Background: an optimization exercise with open tools, aiming at small area. Do not read the settings as production practice.
Only simulation tests tie the RTL to the original design; equivalence was not proved.
The flow treats the clock pin as an ideal source. Dropping or thinning the clock tree relies on that and would not hold on a real chip.
Power and IR drop assume default switching activity.

Design AHB_MC, start of the top module:
module AHB_MC(
	input HCLK,
	input HRESETn,
	input HSEL,
	input [1:0] HTRANS,
	input HREADY,
	input [31:0] HADDR,
	input [31:0] HWDATA,
	input HWRITE,
	output [31:0] HRDATA,
	output HRESP,
	output HREADYOUT,
	input [2:0] BEMF,
	output [2:0] VH,
	output [2:0] VL,
	output stuck,
	output cmd_we,
	output [9:0] cmd_addr,
	output [28:0] cmd_wdata,
	input [28:0] cmd_rdata
);
assign HRESP = 1'b0;
assign HREADYOUT = 1'b1;
reg [11:0] Prediv;
reg [11:0] ph_overflow;
reg [11:0] close_loop_pwm;
reg [9:0] comp_delay;
reg [1:0] ctrl;
reg en;
wire [2:0] status;
wire [9:0] boot_addr_rd;
wire [11:0] ph_cnt;
wire sel = HSEL & HTRANS[1] & HREADY;
reg wr_en_reg;
reg [9:0] addr_reg;     
reg addr_hi;            
always@(posedge HCLK or negedge HRESETn) begin
  if(~HRESETn) wr_en_reg <= 1'b0;
  else wr_en_reg <= sel & HWRITE;
end
always@(posedge HCLK) begin
  if(sel) addr_reg <= HADDR[11:2];
end
always@(posedge HCLK or negedge HRESETn) begin
  ...
For scale: ~720 cells after synthesis, roughly 170 flip-flops, ~180 I/O pins, about 8000 µm² of cells after synthesis.
==> module MC, before the edit <==
module MC(
	input HCLK,
	input HRESETn,
	input [2:0] BEMF,
	output [2:0] VH,
	output [2:0] VL,
	input [28:0] boot_cmd,
	output [9:0] boot_addr,
	input [11:0] Prediv,
	input [11:0] close_loop_pwm,
	input [9:0] comp_delay,
	input [11:0] ph_overflow,
	input orientation,
	input restart_en,
	input en,
	output [2:0] status,
	output [11:0] ph_cnt,
	output stuck
);
localparam [2:0] IDLE       = 3'b000;
localparam [2:0] DELAY      = 3'b001;
localparam [2:0] RD_CMD     = 3'b010;
localparam [2:0] EXE_CMD    = 3'b011;
localparam [2:0] COMP_DELAY = 3'b100;
localparam [2:0] RD_BEMF    = 3'b101;
localparam [2:0] EXE_LOOP   = 3'b111;
reg [2:0] state;
reg [2:0] next_state;
wire s_idle  = (state == IDLE);
wire s_delay = (state == DELAY);
wire s_rd    = (state == RD_CMD);
wire s_exc   = (state == EXE_CMD);
wire s_comp  = (state == COMP_DELAY);
wire s_rb    = (state == RD_BEMF);
wire s_exl   = (state == EXE_LOOP);
wire s_loop  = state[2];
wire s_drive = s_exc | s_exl;
reg [9:0]  shad_comp_delay;    
reg        shad_orientation;   
reg        shad_restart_en;    
reg [11:0] shad_ph_overflow;   
reg [11:0] shad_Prediv;        
reg [11:0] duty;               
reg [11:0] shad_phcnt;         
reg [11:0] pwm_cnt;     
reg [13:0] dly_cnt;     
reg [11:0] seq_cnt;     
reg [2:0]  hi_cnt;      
reg [2:0]  cur_phase;   
reg [2:0]  last_phase;
reg        phase_change_reg0;
wire [2:0] cmd_phase = boot_cmd[14:12];
wire cmd_empty   = (cmd_phase == 3'd0) | seq_cnt[10];
wire pwm_done    = (pwm_cnt == shad_Prediv);
wire pwm_out     = (pwm_cnt <= duty);
wire dly_done    = (dly_cnt == 14'd0);
wire cd_eq       = (pwm_cnt[9:0] == shad_comp_delay);
wire cd_zero     = (shad_comp_delay == 10'd0);
wire cd_done     = (s_comp & cd_eq) | cd_zero;
wire rb_done     = s_rb & (pwm_cnt[2:0] == 3'd7);
wire ph_ovf      = (seq_cnt == shad_ph_overflow);
wire bemf_hi     = hi_cnt[2];
wire phase_change = (cur_phase != last_phase);
wire phase_change_pulse = ~phase_change_reg0 & phase_change;
wire adv = bemf_hi ^ cur_phase[0] ^ shad_orientation;
wire [2:0] ph_fwd = (cur_phase == 3'd6) ? 3'd1 : cur_phase + 3'd1;
wire [2:0] ph_bwd = (cur_phase == 3'd1) ? 3'd6 : cur_phase - 3'd1;
wire [2:0] next_phase_loop = (cur_phase == 3'd0 | ~adv) ? cur_phase :
                             shad_orientation ? ph_bwd : ph_fwd;
wire [2:0] next_phase_cmd = (cmd_phase == 3'd7) ? 3'd0 : cmd_phase;
wire bemf_sel = ((cur_phase == 3'd1) | (cur_phase == 3'd4)) & BEMF[2] |
                ((cur_phase == 3'd2) | (cur_phase == 3'd5)) & BEMF[1] |
                ((cur_phase == 3'd3) | (cur_phase == 3'd6)) & BEMF[0];
always@(posedge HCLK) begin
  phase_change_reg0 <= phase_change;
end
always@(posedge HCLK) begin
  if(s_delay) begin
    shad_comp_delay <= comp_delay;
    shad_orientation <= orientation;
    shad_restart_en <= restart_en;
    shad_ph_overflow <= ph_overflow;
  end
  if(s_delay | cd_done) shad_Prediv <= Prediv;
  if(s_rd) duty <= boot_cmd[11:0];
  else if(cd_done & ~s_exc) duty <= close_loop_pwm;
  if(s_rd) dly_cnt <= boot_cmd[28:15];
  else if(s_exc & pwm_done) dly_cnt <= dly_cnt - 1'b1;
  if(s_comp & cd_eq) hi_cnt <= {2'b0, bemf_sel};
  else if(s_rb & ~(pwm_cnt[2] & pwm_cnt[1])) hi_cnt <= hi_cnt + bemf_sel;
  if(~(s_loop | s_exc) | (s_drive & pwm_done) | (s_comp & cd_eq) | rb_done) pwm_cnt <= 12'd0;
  else pwm_cnt <= pwm_cnt + 1'b1;
  if(s_idle | s_delay | (s_rd & cmd_empty) | (phase_change_pulse & s_loop) | (s_exl & (ph_ovf | ~en))) seq_cnt <= 12'd0;
  else if((s_rd & ~cmd_empty) | rb_done) seq_cnt <= seq_cnt + 1'b1;
end
always@(posedge HCLK or negedge HRESETn) begin
  if(~HRESETn) shad_phcnt <= 12'b0;
  else if(phase_change_pulse) shad_phcnt <= seq_cnt & {12{s_loop}};
end
always@(posedge HCLK or negedge HRESETn) begin
  if(~HRESETn) cur_phase <= 3'd0;
  else if(rb_done) cur_phase <= next_phase_loop;
  else if(s_rd & ~cmd_empty) cur_phase <= next_phase_cmd;
end
always@(posedge HCLK or negedge HRESETn) begin
  if(~HRESETn) last_phase <= 3'd0;
  else if(rb_done) last_phase <= cur_phase;
end
always@(*) begin
  case(state)
    IDLE:       next_state = en ? DELAY : IDLE;
    DELAY:      next_state = RD_CMD;
    RD_CMD:     next_state = cmd_empty ? COMP_DELAY : EXE_CMD;
    EXE_CMD:    next_state = ~en ? IDLE : dly_done ? RD_CMD : EXE_CMD;
    COMP_DELAY: next_state = cd_eq ? RD_BEMF : COMP_DELAY;
    RD_BEMF:    next_state = rb_done ? EXE_LOOP : RD_BEMF;
    EXE_LOOP:   next_state = ~en ? IDLE : ph_ovf ? (shad_restart_en ? DELAY : IDLE) :
                             pwm_done ? COMP_DELAY : EXE_LOOP;
    default:    next_state = IDLE;
  endcase
end
always@(posedge HCLK or negedge HRESETn) begin
  if(~HRESETn) state <= IDLE;
  else state <= next_state;
end
reg [2:0] vh_p, vl_p;
always@(*) begin
  case(cur_phase)
    3'd1: begin vl_p = 3'b010; vh_p = 3'b001; end
    3'd2: begin vl_p = 3'b100; vh_p = 3'b001; end
    3'd3: begin vl_p = 3'b100; vh_p = 3'b010; end
    3'd4: begin vl_p = 3'b001; vh_p = 3'b010; end
    3'd5: begin vl_p = 3'b001; vh_p = 3'b100; end
    3'd6: begin vl_p = 3'b010; vh_p = 3'b100; end
    default: begin vl_p = 3'b000; vh_p = 3'b000; end
  endcase
end
assign VL = vl_p & {3{s_drive}};
assign VH = vh_p & {3{s_drive & pwm_out}};
assign stuck = ph_ovf & s_exl;
assign ph_cnt = shad_phcnt;
assign status = {s_drive, s_loop, ~s_idle};
assign boot_addr = seq_cnt[9:0];
endmodule
clock: 8.0 ns
lec_check: 0
cap_margin: 20
core_margin: 2
core_utilization: 40
place_density: 0.6
slew_margin: 20
standard.sh (not shown) runs the stock make flow with config.mk's settings and CLKGATE_MAP_FILE= SYNTH_SCRIPT=/design/flow/synth_recipe.tcl, a recipe that flattens the netlist after the stock synthesis.
==> flow/flow/run.sh <==
#!/bin/bash
# Standard layout with: synthesis whose ABC step is area-oriented (flow/synth.tcl), with
# ripple-carry adders (flow/lcu_ripple.v) mapped with the rest of the logic instead of into
# half/full-adder cells, smaller port buffers, one tie cell for all constant outputs, and a
# two-level clock tree built by flow/pre_cts.tcl in place of TritonCTS.
set -euo pipefail
bash standard.sh \
  "SYNTH_SCRIPT=$PWD/flow/synth.tcl" \
  "ADDER_MAP_FILE=" \
  "SYNTH_OPERATIONS_ARGS=-extra-map $PWD/flow/lcu_ripple.v" \
  "BUFFER_PORTS_ARGS=-buffer_cell sky130_fd_sc_hd__buf_1" \
  "SKIP_REPAIR_TIE_FANOUT=1" \
  "PRE_CTS_TCL=$PWD/flow/pre_cts.tcl" \
  finish > make.log 2>&1
Other scripts of this flow, unchanged in this note and not shown: flow/flow/lcu_ripple.v, flow/flow/pre_cts.tcl, flow/flow/synth.tcl
The first run produced a clean layout.
Next try:
--- a/flow/design.v
+++ b/flow/design.v
@@ -44,9 +44,8 @@
 reg [11:0] shad_phcnt;         
 reg [11:0] pwm_cnt;     
 reg [13:0] dly_cnt;     
 reg [11:0] seq_cnt;     
-reg [2:0]  hi_cnt;      
 reg [2:0]  cur_phase;   
 reg [2:0]  last_phase;
 reg        phase_change_reg0;
 wire [2:0] cmd_phase = boot_cmd[14:12];
@@ -58,9 +57,9 @@
 wire cd_zero     = (shad_comp_delay == 10'd0);
 wire cd_done     = (s_comp & cd_eq) | cd_zero;
 wire rb_done     = s_rb & (pwm_cnt[2:0] == 3'd7);
 wire ph_ovf      = (seq_cnt == shad_ph_overflow);
-wire bemf_hi     = hi_cnt[2];
+wire bemf_hi     = pwm_cnt[5];    
 wire phase_change = (cur_phase != last_phase);
 wire phase_change_pulse = ~phase_change_reg0 & phase_change;
 wire adv = bemf_hi ^ cur_phase[0] ^ shad_orientation;
 wire [2:0] ph_fwd = (cur_phase == 3'd6) ? 3'd1 : cur_phase + 3'd1;
@@ -85,12 +84,12 @@
   if(s_rd) duty <= boot_cmd[11:0];
   else if(cd_done & ~s_exc) duty <= close_loop_pwm;
   if(s_rd) dly_cnt <= boot_cmd[28:15];
   else if(s_exc & pwm_done) dly_cnt <= dly_cnt - 1'b1;
-  if(s_comp & cd_eq) hi_cnt <= {2'b0, bemf_sel};
-  else if(s_rb & ~(pwm_cnt[2] & pwm_cnt[1])) hi_cnt <= hi_cnt + bemf_sel;
-  if(~(s_loop | s_exc) | (s_drive & pwm_done) | (s_comp & cd_eq) | rb_done) pwm_cnt <= 12'd0;
-  else pwm_cnt <= pwm_cnt + 1'b1;
+  if(~(s_loop | s_exc) | (s_drive & pwm_done) | rb_done) pwm_cnt <= 12'd0;
+  else if(s_comp & cd_eq) pwm_cnt <= {8'd0, bemf_sel, 3'd0};
+  else pwm_cnt <= {pwm_cnt[11:3] + ((&pwm_cnt[2:0]) | (bemf_sel & s_rb & ~(pwm_cnt[2] & pwm_cnt[1]))),
+                   pwm_cnt[2:0] + 3'd1};
   if(s_idle | s_delay | (s_rd & cmd_empty) | (phase_change_pulse & s_loop) | (s_exl & (ph_ovf | ~en))) seq_cnt <= 12'd0;
   else if((s_rd & ~cmd_empty) | rb_done) seq_cnt <= seq_cnt + 1'b1;
 end
 always@(posedge HCLK or negedge HRESETn) begin
Outcome: Core utilization went down by 0.22 points; cell area went down by 1.2%; total power went up by 3.3%; area after synthesis went down by 1.0%; critical path depth does not change; routed wire length went up by 5.1%; via count went down by 1.0%; sequential share of layout area went down by 0.21 points; worst setup slack gets worse by 0.12 ns.
In every run of this note, the design's own scripts or RTL, not TritonCTS, make the clock network.

-- afterwards: timing with drivers on the ports --
How much do the figures lean on ideal ports? The routed layouts below were timed once more, with nothing changed but the port constraints. Step 1 assumes that a clkbuf_16 drives the clock port and a buf_2 every other input. Step 2 adds t to the input delays and takes it off the output delays; t is the mean of the earliest and latest rising clock arrival at the registers after step 1. Input paths then give back, and output paths get back, about the clock's delay inside the block. Three values: ideal ports, drivers, drivers and shift; two values: the first two.
run	t (ns)	slack for setup (ns)	clock arrival spread, ns	worst slew at a driven data input, ns	pins driven straight from the clock port
the first run	0.304	3.849 / 3.881 / 3.577	0.015 / 0.015	0.07	1
the second run	0.305	3.732 / 3.761 / 3.456	0.012 / 0.011	0.07	1
After both steps setup and hold are still met in every run listed. For the second run, which loses most, drivers alone change the setup slack by +0.029 ns; drivers and shift together by -0.276 ns.
